Background: an optimization exercise with open tools, aiming at small area, a short achievable clock period and few clock cycles. Do not read the settings as production practice. At most, simulation tests tie the RTL to the original design; equivalence was not proved. No activity file was given, so power comes from the tool's default toggle rates.

== before ==
## ahb_lite_fir_filter
module ahb_lite_fir_filter(
    input logic clk,
    input logic n_rst,
    input logic hsel,
    input logic [3:0] haddr,
    input logic hsize,
    input logic [1:0] htrans,
    input logic hwrite,
    input logic [15:0] hwdata,
    output logic [15:0] hrdata,
    output logic hresp
);
    logic        wr_q;           
    logic [3:0]  a_q;
    logic        sz_q;
    logic [13:4][7:0] regs;      
    logic [7:1]  reg14;          
    logic        busy, err;
    logic [15:0] fir_out;
    logic [16:0] r_q;
    logic [13:4] be;
    assign hresp = hsel & ((hwrite & ((haddr <= 4'd3) | (haddr == 4'd15)))
                         | (~hwrite & (haddr == 4'd15)));
    always_comb begin
        for (int i = 4; i <= 13; i++)
            be[i] = wr_q & (a_q[3:1] == i[3:1]) & (sz_q | (a_q[0] == i[0]));
    end
    wire be14 = wr_q & (a_q == 4'd14);
    wire start_sample = be[4] | be[5];
    wire start_load = be14 & hwdata[0];
    always_ff @(posedge clk, negedge n_rst) begin
        if (!n_rst) begin
            wr_q <= 1'b0;
            a_q <= '0;
            sz_q <= 1'b0;
            for (int i = 4; i <= 13; i++) regs[i] <= '0;
            reg14 <= '0;
        end else begin
            wr_q <= hsel & (htrans != 2'b00) & hwrite & ~hresp;
            a_q <= haddr;
            sz_q <= hsize;
            for (int i = 4; i <= 13; i++)
                if (be[i]) regs[i] <= i[0] ? hwdata[15:8] : hwdata[7:0];
            if (be14) reg14 <= hwdata[0] ? 7'd0 : hwdata[7:1];
        end
    end
    magnitude mag_u(.in(r_q), .out(fir_out));
    logic [7:0] rb [0:15];
    always_comb begin
        rb[0] = {7'd0, busy};
        rb[1] = {7'd0, err};
        rb[2] = fir_out[7:0];
        rb[3] = fir_out[15:8];
        for (int i = 4; i <= 13; i++) rb[i] = regs[i];
        rb[14] = {reg14, 1'b0};
        rb[15] = 8'd0;
        hrdata[15:8] = (a_q == 4'd14 || (!sz_q && !a_q[0])) ? 8'd0 : rb[{a_q[3:1], 1'b1}];
        hrdata[7:0]  = (!sz_q && a_q[0]) ? 8'd0 : rb[{a_q[3:1], 1'b0}];
    end
    fir_filter filt(
        .clk(clk), .n_rst(n_rst),
        .start_sample(start_sample), .start_load(start_load),
        .new_sample({regs[5], regs[4]}),
  ...
Size in the first run: roughly 310 flip-flops, roughly 44 I/O pins, ~22000 sq um of cells after synthesis.
==> module fir_filter, before the edit <==
module fir_filter(
    input  logic        clk,
    input  logic        n_rst,
    input  logic        start_sample,    
    input  logic        start_load,      
    input  logic [15:0] new_sample,      
    input  logic [63:0] coeff_regs,      
    output logic        busy,
    output logic        err,
    output logic [16:0] r_q              
);
    logic [15:0] x0, x1, x2;             
    logic [15:0] f0, f1, f2, f3;         
    logic [16:0] q3;                     
    logic [16:0] qd;                     
    logic        e1, e2;                 
    logic [3:0]  s1;                     
    logic [3:0]  s2;                     
    logic        ld;                     
    logic [15:0] ma, mb;
    logic [31:0] ra, rb;                 
    logic [31:0] pa, pb;                 
    assign x0 = new_sample;
    always_comb begin
        ma = s1[1] ? x1 : (s1[2] ? x2 : x0);
        mb = ({16{s1[0]}} & f0) | ({16{s1[3]}} & f1) | ({16{s1[1]}} & f2) | ({16{s1[2]}} & f3);
    end
    mul_tree tree(.a(ma), .b(mb), .ra(ra), .rb(rb));
    always_ff @(posedge clk) begin
        pa <= ra;
        pb <= rb;
    end
    logic [14:0] lo;
    logic        c15;
    logic [16:0] ph;
    assign {c15, lo} = {1'b0, pa[14:0]} + {1'b0, pb[14:0]};
    assign ph = pa[31:15] + pb[31:15] + {16'd0, c15};
    logic [18:0] ea, eb, na, nq3;
    logic [18:0] s1a, c1a, s2a, c2a;
    logic [18:0] t3, t4;
    always_comb begin
        ea  = {2'b00, pa[31:15]};
        eb  = {2'b00, pb[31:15]};
        if (s2[3]) na = ~{3'b000, qd[16] ? 16'd0 : qd[15:0]};
        else       na = ~{{2{qd[16]}}, qd};
        nq3 = ~{3'b000, q3[15:0]};
        s1a = ea ^ eb ^ na;
        c1a = {((ea & eb) | (ea & na) | (eb & na)), c15};
        t3  = s1a + c1a + 19'd1;
        s2a = s1a ^ c1a ^ nq3;
        c2a = {((s1a & c1a) | (s1a & nq3) | (c1a & nq3)), 1'b1};
        t4  = s2a + c2a + 19'd1;
    end
    logic        ovf3, ovf4, e_next;
    logic [16:0] r;
    always_comb begin
        ovf3 = ~e2 & ~t3[18] & t3[16];
        ovf4 = t4[18] & ~t4[16];
        e_next = 1'b1;
        if (ph[16])                      r = 17'd0;
        else if (e1)                     r = {1'b0, ph[15:0]};
        else if (e2 | ovf3 | q3[16])     r = t3[16:0];
        else begin
            r = t4[16:0];
            e_next = ovf4;
        end
    end
    wire acc = s2[0];
    always_ff @(posedge clk, negedge n_rst) begin
        if (!n_rst) begin
            x1 <= '0; x2 <= '0;
            f0 <= '0; f1 <= '0; f2 <= '0; f3 <= '0;
            q3 <= '0; qd <= '0; e1 <= 1'b0; e2 <= 1'b0;
            s1 <= '0; s2 <= '0; ld <= 1'b0;
            busy <= 1'b0; err <= 1'b0; r_q <= '0;
        end else begin
            if (start_sample) begin
                x1 <= x0;
                x2 <= x1;
            end
            if (start_load) begin
                f0 <= coeff_regs[15:0];
                f1 <= coeff_regs[31:16];
                f2 <= coeff_regs[47:32];
                f3 <= coeff_regs[63:48];
            end
            if (s2[1]) qd <= ph;
            if (s2[2]) q3 <= ph;
            if (s2[3]) begin
                qd <= t3[16:0];
                e1 <= ph[16];
                e2 <= qd[16];
            end
            if (acc) begin
                r_q <= r;
                err <= e_next;
            end else if (start_load) begin
                err <= 1'b0;
            end
            if (start_sample)    s1 <= 4'b0001;
            else if (start_load) s1 <= 4'b0010;
            else                 s1 <= {s1[2:0], 1'b0};
            s2 <= s1;
            if (start_sample)    ld <= 1'b0;
            else if (start_load) ld <= 1'b1;
            busy <= start_sample | start_load | (~ld & s1[0]) | (ld & (s1[1] | s1[2] | s1[3]));
        end
    end
endmodule
clock: 10.0 ns
lec_check: 0
cap_margin: 20
core_margin: 2
core_utilization: 40
setup_slack_margin: 5
slew_margin: 20
tns_end_percent: 100
run.sh (not shown) runs the stock make flow with config.mk's settings and CLKGATE_MAP_FILE= SYNTH_SCRIPT=/design/flow/synth_recipe.tcl, a recipe that flattens the netlist after the stock synthesis.
Every stage of before finished as expected; the final checks, on the other hand, flagged max-capacitance violations, max-slew violations, which means the layout fails.
Modified inputs, after compared to before
diff --git a/flow/design.v b/flow/design.v
--- a/flow/design.v
+++ b/flow/design.v
@@ -699,9 +699,7 @@
 );
     logic [15:0] x0, x1, x2;             
     logic [15:0] f0, f1, f2, f3;         
-    logic [16:0] q3;                     
-    logic [16:0] qd;                     
-    logic        e1, e2;                 
+    logic [16:0] q1, q2, q3;             
     logic [3:0]  s1;                     
     logic [3:0]  s2;                     
     logic        ld;                     
@@ -710,44 +708,50 @@
     logic [31:0] pa, pb;                 
     assign x0 = new_sample;
     always_comb begin
-        ma = s1[1] ? x1 : (s1[2] ? x2 : x0);
-        mb = ({16{s1[0]}} & f0) | ({16{s1[3]}} & f1) | ({16{s1[1]}} & f2) | ({16{s1[2]}} & f3);
+        ma = s1[2] ? x1 : (s1[3] ? x2 : x0);
+        mb = ({16{s1[0]}} & f0) | ({16{s1[1]}} & f1) | ({16{s1[2]}} & f2) | ({16{s1[3]}} & f3);
     end
     mul_tree tree(.a(ma), .b(mb), .ra(ra), .rb(rb));
     always_ff @(posedge clk) begin
         pa <= ra;
         pb <= rb;
     end
-    logic [14:0] lo;
+    logic [15:0] lo;
     logic        c15;
     logic [16:0] ph;
-    assign {c15, lo} = {1'b0, pa[14:0]} + {1'b0, pb[14:0]};
+    assign {c15, lo[14:0]} = {1'b0, pa[14:0]} + {1'b0, pb[14:0]};
+    assign lo[15] = 1'b0;
     assign ph = pa[31:15] + pb[31:15] + {16'd0, c15};
-    logic [18:0] ea, eb, na, nq3;
-    logic [18:0] s1a, c1a, s2a, c2a;
-    logic [18:0] t3, t4;
+    logic [18:0] ea, eb, nq1, eq2, nq3;
+    logic [18:0] s1a, c1a, s2a, c2a, s3a, c3a;
+    logic [18:0] t2, t3, t4;
     always_comb begin
         ea  = {2'b00, pa[31:15]};
         eb  = {2'b00, pb[31:15]};
-        if (s2[3]) na = ~{3'b000, qd[16] ? 16'd0 : qd[15:0]};
-        else       na = ~{{2{qd[16]}}, qd};
+        nq1 = ~{3'b000, q1[15:0]};
+        eq2 = {3'b000, q2[15:0]};
         nq3 = ~{3'b000, q3[15:0]};
-        s1a = ea ^ eb ^ na;
-        c1a = {((ea & eb) | (ea & na) | (eb & na)), c15};
-        t3  = s1a + c1a + 19'd1;
-        s2a = s1a ^ c1a ^ nq3;
-        c2a = {((s1a & c1a) | (s1a & nq3) | (c1a & nq3)), 1'b1};
-        t4  = s2a + c2a + 19'd1;
+        s1a = ea ^ eb ^ nq1;
+        c1a = {((ea & eb) | (ea & nq1) | (eb & nq1)), c15};
+        t2  = s1a + c1a + 19'd1;
+        s2a = s1a ^ c1a ^ eq2;
+        c2a = {((s1a & c1a) | (s1a & eq2) | (c1a & eq2)), 1'b1};
+        t3  = s2a + c2a;
+        s3a = s2a ^ c2a ^ nq3;
+        c3a = {((s2a & c2a) | (s2a & nq3) | (c2a & nq3)), 1'b1};
+        t4  = s3a + c3a;
     end
     logic        ovf3, ovf4, e_next;
     logic [16:0] r;
     always_comb begin
-        ovf3 = ~e2 & ~t3[18] & t3[16];
+        ovf3 = ~t3[18] & t3[16];
         ovf4 = t4[18] & ~t4[16];
         e_next = 1'b1;
-        if (ph[16])                      r = 17'd0;
-        else if (e1)                     r = {1'b0, ph[15:0]};
-        else if (e2 | ovf3 | q3[16])     r = t3[16:0];
+        if (ph[16])       r = 17'd0;
+        else if (q1[16])  r = {1'b0, ph[15:0]};
+        else if (q2[16])  r = t2[16:0];
+        else if (ovf3)    r = t3[16:0];
+        else if (q3[16])  r = t3[16:0];
         else begin
             r = t4[16:0];
             e_next = ovf4;
@@ -758,7 +762,7 @@
         if (!n_rst) begin
             x1 <= '0; x2 <= '0;
             f0 <= '0; f1 <= '0; f2 <= '0; f3 <= '0;
-            q3 <= '0; qd <= '0; e1 <= 1'b0; e2 <= 1'b0;
+            q1 <= '0; q2 <= '0; q3 <= '0;
             s1 <= '0; s2 <= '0; ld <= 1'b0;
             busy <= 1'b0; err <= 1'b0; r_q <= '0;
         end else begin
@@ -772,13 +776,9 @@
                 f2 <= coeff_regs[47:32];
                 f3 <= coeff_regs[63:48];
             end
-            if (s2[1]) qd <= ph;
-            if (s2[2]) q3 <= ph;
-            if (s2[3]) begin
-                qd <= t3[16:0];
-                e1 <= ph[16];
-                e2 <= qd[16];
-            end
+            if (s2[1]) q1 <= ph;
+            if (s2[2]) q2 <= ph;
+            if (s2[3]) q3 <= ph;
             if (acc) begin
                 r_q <= r;
                 err <= e_next;
[summary]
- after reached the final stage; the timing, DRC and antenna checks on its layout passed.
- [after vs before] fraction of synthesized cell area in xor and xnor cells: higher in after
- Power dissipated in combinational cells: after vs before down about 7%
- The routed via count of after exceeds that of before by about 5.5%.
- Going from before to after, total wirelength of the detailed-routed design grew by a few percent.
- What after reported for synthesized cell count has to be multiplied by 0.936 to get the figure for before.
- Global-route usage: before and after compared, higher one is before
- Worst path required time in after vs before: up 2.46 ns
- Diff before -> after: sequential share of layout area went down 0.61 points; worst hold-check slack went down 0.0092 ns; fraction of synthesis flops using an asynchronous set or reset pin went up 0.88 points.
For after, only the layout was checked, not whether the RTL still works.

-- what the ideal ports hide --
Ports are ideal in the flow. The routed layouts listed here were re-timed in OpenROAD. Step 1 (the two cells are an assumption about what drives the block):
set clk [get_ports {clk}]
set_driving_cell -lib_cell sky130_fd_sc_hd__clkbuf_16 $clk
set_driving_cell -lib_cell sky130_fd_sc_hd__buf_2 [delete_from_list [all_inputs] $clk]
Step 2, shift: input delay + t, output delay - t, t = (earliest + latest rising clock arrival at the registers) / 2. This alone moves slack from input paths to output paths. a / b / c = ideal / step 1 / step 2; a / b = the first two.
run	shift t [ns]	setup slack, ns	worst register clock-pin slew, ns	pins driven straight from the clock port
before	0.620	5.045 / 4.987 / 5.099	0.06 / 0.06	1
after	0.635	4.904 / 4.904 / 4.904	0.07 / 0.07	1
